This is an optimization exercise on Yosys and OpenROAD, whose aim is a short achievable clock period and few clock cycles per item, not a production implementation.
Where RTL was checked, it was by simulation tests only, not by an equivalence proof against the original.
No activity file was given, so power comes from the tool's default toggle rates.

== oak ==
==> flow/design.v <==
module cpu (
   prog_addr, mem_control, equal, mem_addr, mem_data_in, request_rom,
   request_ram,
   clk, rst, opcode, ab_select, op_addr, mem_data_out
   );
input clk, rst;
input [3:0] opcode;
input ab_select;
input [7:0] op_addr;
input [7:0] mem_data_out;
output reg [11:0] prog_addr;
output reg mem_control;
output reg equal;
output reg [11:0] mem_addr;
output reg [7:0] mem_data_in;
output reg request_rom, request_ram;
localparam store = 4'b0100;
localparam load  = 4'b0011;
localparam add   = 4'b1001;
localparam sub   = 4'b1010;
localparam and_  = 4'b0010;
localparam or_   = 4'b0001;
localparam equal_op = 4'b0101;
localparam L1 = 3;       
localparam L2 = 5;       
localparam W2 = L2 - L1;
localparam W3 = 8 - L2;
function [8:0] slice;    
    input [7:0] x, y;
    input cin, arith, sb, an;
    input integer w;
    reg [7:0] yy, g, t, u;
    reg [8:0] c;
    reg prod;
    integer i, j, k;
    begin
        yy = y ^ {8{sb}};
        g = x & yy;
        t = x | yy;
        c = 9'b0;
        c[0] = cin;
        for (i = 1; i <= 8; i = i + 1) begin
            prod = cin;
            for (j = 0; j < 8; j = j + 1)
                if (j < i) prod = prod & t[j];
            c[i] = prod;
            for (k = 0; k < 8; k = k + 1) begin
                if (k < i) begin
                    prod = g[k];
                    for (j = 0; j < 8; j = j + 1)
                        if (j > k && j < i) prod = prod & t[j];
                    c[i] = c[i] | prod;
                end
            end
        end
        u = arith ? ((x ^ {8{sb}}) ^ y) : (an ? (x & y) : (x | y));
        slice = 9'b0;
        slice[7:0] = u ^ (c[7:0] & {8{arith}});
        slice[8] = c[w];
    end
endfunction
reg [L1-1:0] a1, b1;
reg [L2-1:L1] a2, b2;
reg [7:L2] a3, b3;
reg s1_wa, s1_wb, s1_la, s1_lb, s1_arith, s1_sub, s1_and, s1_f0, s1_f1;
reg s2_wa, s2_wb, s2_arith, s2_sub, s2_and, s2_c;
reg s2_la_bus, s2_lb_bus, s2_la_fwd, s2_lb_fwd;
reg s3_wa, s3_wb, s3_la, s3_lb, s3_arith, s3_sub, s3_and, s3_c;
reg [7:L2] ld3;
reg [7:0] fwd_data;
reg rd, wr;
reg e0_v, e1_v;
reg [1:0] e0_age, e1_age;
reg [7:0] e0_addr, e1_addr;
reg [L2-1:0] e0_d12, e1_d12;
reg [7:L2] e0_d3, e1_d3;
reg st1_sel, st2_sel, st3_sel;   
reg halt;
wire dv     = !halt;
wire is_ld  = dv && (opcode == load);
wire is_st  = dv && (opcode == store);
wire is_alu = dv && ((opcode == add) || (opcode == sub) || (opcode == and_) || (opcode == or_));
wire is_eq  = dv && (opcode == equal_op);
wire [L1-1:0] bus1 = mem_data_out[L1-1:0];
wire [L1-1:0] a1_k = s2_la_fwd ? fwd_data[L1-1:0] : a1;
wire [L1-1:0] b1_k = s2_lb_fwd ? fwd_data[L1-1:0] : b1;
wire [L1-1:0] a1_eff = s2_la_bus ? bus1 : a1_k;
wire [L1-1:0] b1_eff = s2_lb_bus ? bus1 : b1_k;
wire [8:0] q1 = slice({{(8-L1){1'b0}}, a1_eff}, {{(8-L1){1'b0}}, b1_eff}, s1_sub, s1_arith, s1_sub, s1_and, L1);
wire [L1-1:0] r1 = q1[L1-1:0];
wire [L1-1:0] a1_next = s1_wa ? r1 : a1_eff;
wire [L1-1:0] b1_next = s1_wb ? r1 : b1_eff;
wire [W2-1:0] bus2 = mem_data_out[L2-1:L1];
wire [8:0] q2 = slice({{(8-W2){1'b0}}, a2}, {{(8-W2){1'b0}}, b2}, s2_c, s2_arith, s2_sub, s2_and, W2);
wire [W2-1:0] r2 = q2[W2-1:0];
wire a2_keep = !s2_wa && !s2_la_bus;
wire b2_keep = !s2_wb && !s2_lb_bus;
wire [W2-1:0] a2_k = s2_la_fwd ? fwd_data[L2-1:L1] : a2;
wire [W2-1:0] b2_k = s2_lb_fwd ? fwd_data[L2-1:L1] : b2;
wire [W2-1:0] a2_next = ({W2{s2_wa}} & r2) | ({W2{s2_la_bus}} & bus2) | ({W2{a2_keep}} & a2_k);
wire [W2-1:0] b2_next = ({W2{s2_wb}} & r2) | ({W2{s2_lb_bus}} & bus2) | ({W2{b2_keep}} & b2_k);
wire [8:0] q3 = slice({{(8-W3){1'b0}}, a3}, {{(8-W3){1'b0}}, b3}, s3_c, s3_arith, s3_sub, s3_and, W3);
wire [W3-1:0] r3 = q3[W3-1:0];
wire [W3-1:0] a3_k = s3_la ? ld3 : a3;
wire [W3-1:0] b3_k = s3_lb ? ld3 : b3;
wire [W3-1:0] a3_next = ({W3{s3_wa}} & r3) | ({W3{!s3_wa}} & a3_k);
wire [W3-1:0] b3_next = ({W3{s3_wb}} & r3) | ({W3{!s3_wb}} & b3_k);
wire [L2-1:0] reg12 = st2_sel ? {b2, b1} : {a2, a1};
wire [W3-1:0] reg3  = st3_sel ? b3 : a3;
wire live3_r = st2_sel ? s3_wb : s3_wa;          
wire [W3-1:0] live3_k = st2_sel ? b3_k : a3_k;
wire [W3-1:0] live3 = live3_r ? r3 : live3_k;
wire [L2-1:0] v0_12 = (e0_age == 2'd1) ? reg12 : e0_d12;
wire [L2-1:0] v1_12 = (e1_age == 2'd1) ? reg12 : e1_d12;
wire [W3-1:0] v0_3k = (e0_age == 2'd1) ? live3_k : (e0_age == 2'd2) ? reg3 : e0_d3;
wire [W3-1:0] v1_3k = (e1_age == 2'd1) ? live3_k : (e1_age == 2'd2) ? reg3 : e1_d3;
wire v0_r = (e0_age == 2'd1) && live3_r;
wire v1_r = (e1_age == 2'd1) && live3_r;
wire md_r = rd ? v1_r : v0_r;
wire [W3-1:0] md_3k = rd ? v1_3k : v0_3k;
wire [L2-1:0] md_12 = rd ? v1_12 : v0_12;
wire fw_r = s1_f1 ? v1_r : v0_r;
wire [W3-1:0] fw_3k = s1_f1 ? v1_3k : v0_3k;
wire [L2-1:0] fw_12 = s1_f1 ? v1_12 : v0_12;
wire rd_v = rd ? e1_v : e0_v;
wire [1:0] rd_age = rd ? e1_age : e0_age;
wire issue = rd_v && (rd_age != 2'd0) && !is_ld;
wire pop0 = issue && !rd;
wire pop1 = issue &&  rd;
wire push0 = is_st && !wr;
wire push1 = is_st &&  wr;
wire left = (e0_v && !pop0) || (e1_v && !pop1);
wire m1 = e1_v && (e1_addr == op_addr);
wire m0 = e0_v && (e0_addr == op_addr);
wire fsel = (m0 && m1) ? !rd : m1;
always @(posedge clk) begin
    mem_addr    <= {4'b0, is_ld ? op_addr : (rd ? e1_addr : e0_addr)};
    mem_control <= is_ld;
    mem_data_in <= {md_r ? r3 : md_3k, md_12};
    s1_arith <= opcode[3];
    s1_sub   <= opcode[3] && opcode[1];
    s1_and   <= opcode[1];
    s2_arith <= s1_arith;
    s2_sub   <= s1_sub;
    s2_and   <= s1_and;
    s2_c     <= q1[8];
    s3_arith <= s2_arith;
    s3_sub   <= s2_sub;
    s3_and   <= s2_and;
    s3_c     <= q2[8];
    ld3      <= (s2_la_fwd || s2_lb_fwd) ? fwd_data[7:L2] : mem_data_out[7:L2];
    fwd_data <= {fw_r ? r3 : fw_3k, fw_12};
    st1_sel  <= ab_select;
    st2_sel  <= st1_sel;
    st3_sel  <= st2_sel;
    if (e0_age == 2'd1) e0_d12 <= reg12;
    if (e1_age == 2'd1) e1_d12 <= reg12;
    if (e0_age == 2'd2) e0_d3 <= reg3;
    if (e1_age == 2'd2) e1_d3 <= reg3;
    if (e0_age != 2'd3) e0_age <= e0_age + 2'd1;
    if (e1_age != 2'd3) e1_age <= e1_age + 2'd1;
    if (push0) begin
        e0_addr <= op_addr;
        e0_age  <= 2'd0;
    end
    if (push1) begin
        e1_addr <= op_addr;
        e1_age  <= 2'd0;
    end
    if (!rst) begin
        prog_addr   <= 12'b0;
        request_rom <= 1'b1;
        request_ram <= 1'b0;
        equal <= 1'b0;
        halt  <= 1'b0;
        a1 <= 0; a2 <= 0; a3 <= 0;
        b1 <= 0; b2 <= 0; b3 <= 0;
        s1_wa <= 1'b0; s1_wb <= 1'b0; s1_la <= 1'b0; s1_lb <= 1'b0;
        s1_f0 <= 1'b0; s1_f1 <= 1'b0;
        s2_wa <= 1'b0; s2_wb <= 1'b0;
        s2_la_bus <= 1'b0; s2_lb_bus <= 1'b0; s2_la_fwd <= 1'b0; s2_lb_fwd <= 1'b0;
        s3_wa <= 1'b0; s3_wb <= 1'b0; s3_la <= 1'b0; s3_lb <= 1'b0;
        e0_v <= 1'b0;
        e1_v <= 1'b0;
        rd <= 1'b0;
        wr <= 1'b0;
    end else begin
        prog_addr   <= prog_addr + 12'd1;
        request_rom <= 1'b1;
        request_ram <= is_ld || issue;
        halt  <= halt || is_eq;
        equal <= (halt || is_eq) && !left;
        a1 <= a1_next; a2 <= a2_next; a3 <= a3_next;
        b1 <= b1_next; b2 <= b2_next; b3 <= b3_next;
        s1_wa <= is_alu && !ab_select;
        s1_wb <= is_alu &&  ab_select;
        s1_la <= is_ld && !ab_select;
        s1_lb <= is_ld &&  ab_select;
        s1_f1 <= is_ld && (m0 || m1) &&  fsel;
        s1_f0 <= is_ld && (m0 || m1) && !fsel;
        s2_wa <= s1_wa;
        s2_wb <= s1_wb;
        s2_la_bus <= s1_la && !(s1_f0 || s1_f1);
        s2_lb_bus <= s1_lb && !(s1_f0 || s1_f1);
        s2_la_fwd <= s1_la &&  (s1_f0 || s1_f1);
        s2_lb_fwd <= s1_lb &&  (s1_f0 || s1_f1);
        s3_wa <= s2_wa;
        s3_wb <= s2_wb;
        s3_la <= s2_la_bus || s2_la_fwd;
        s3_lb <= s2_lb_bus || s2_lb_fwd;
        e0_v <= (e0_v && !pop0) || push0;
        e1_v <= (e1_v && !pop1) || push1;
        if (issue) rd <= !rd;
        if (is_st) wr <= !wr;
    end
end
endmodule
export LEC_CHECK = 0
export ABC_CLOCK_PERIOD_IN_PS = 1500
export CAP_MARGIN = 20
export CORE_MARGIN = 2
export CORE_UTILIZATION = 40
export PLACE_DENSITY = 0.6
export SETUP_SLACK_MARGIN = 2.4
export SLEW_MARGIN = 20
export TNS_END_PERCENT = 100
create_clock -name core_clock -period 4.0 [get_ports {clk}]
standard.sh (not shown) runs the stock make flow with config.mk's settings and CLKGATE_MAP_FILE= SYNTH_SCRIPT=/design/flow/synth_recipe.tcl, a recipe that flattens the netlist after the stock synthesis.
==> flow/flow/run.sh <==
#!/bin/bash
# The standard layout, with the port buffers inserted as buf_4 cells instead
# of the buffer that buffer_ports picks by default (a delay cell here).
set -euo pipefail
bash standard.sh BUFFER_PORTS_ARGS="-buffer_cell sky130_fd_sc_hd__buf_4" finish > standard_flow.log 2>&1
Here is what was changed in the inputs of pine compared with oak.
--- a/flow/design.v
+++ b/flow/design.v
@@ -19,11 +19,11 @@
 localparam add   = 4'b1001;
 localparam sub   = 4'b1010;
 localparam and_  = 4'b0010;
 localparam or_   = 4'b0001;
 localparam equal_op = 4'b0101;
-localparam L1 = 3;       
+localparam L1 = 2;       
 localparam L2 = 5;       
 localparam W2 = L2 - L1;
 localparam W3 = 8 - L2;
 function [8:0] slice;    
     input [7:0] x, y;
### Flow results
- Endpoint of the worst setup timing path: b2[4] -> pine, a1[1] -> oak
- Of the two values seen for main combinational cell family by area after synthesis, compound AO/OA/AOI/OAI gates was produced by oak and simple AND/OR/NAND/NOR gates by pine.
- pine: share of the clock period used by the worst path lower than oak
- Compared with oak, in pine wire length decreased about 4.7%; combinational power decreased about 10%; overall power after layout decreased 1.5%; synthesized area increased 2.3%.
Testbench counts of pine, summed over its fixed seeds: cycles 61,751, instructions 58,115.
Only the layout flow was run in oak; the RTL was not checked for function there.

[afterwards: timing with drivers on the ports]
How much do the figures lean on ideal ports? The routed layouts below were timed once more, with nothing changed but the port constraints. Step 1 (the two cells are an assumption about what drives the block):
set clk [get_ports {clk}]
set_driving_cell -lib_cell sky130_fd_sc_hd__clkbuf_16 $clk
set_driving_cell -lib_cell sky130_fd_sc_hd__buf_2 [delete_from_list [all_inputs] $clk]
Step 2 also shifts input and output timing later by t, the mid clock arrival at the registers, as if the neighbouring blocks saw the same clock. Slacks: ideal / step 1 / step 2; pairs: ideal / step 1.
run	t (ns)	setup slack, ns	hold WS [ns]	worst setup path at the end
oak	0.453	2.169 / 2.169 / 1.813	0.332 / 0.332 / 0.332	input to register
pine	0.451	2.229 / 2.229 / 1.991	0.334 / 0.334 / 0.334	input to register
After both steps every run listed still meets setup and hold. For oak, which loses most, drivers alone change the setup slack by 0.000 ns; drivers and shift together by -0.356 ns.
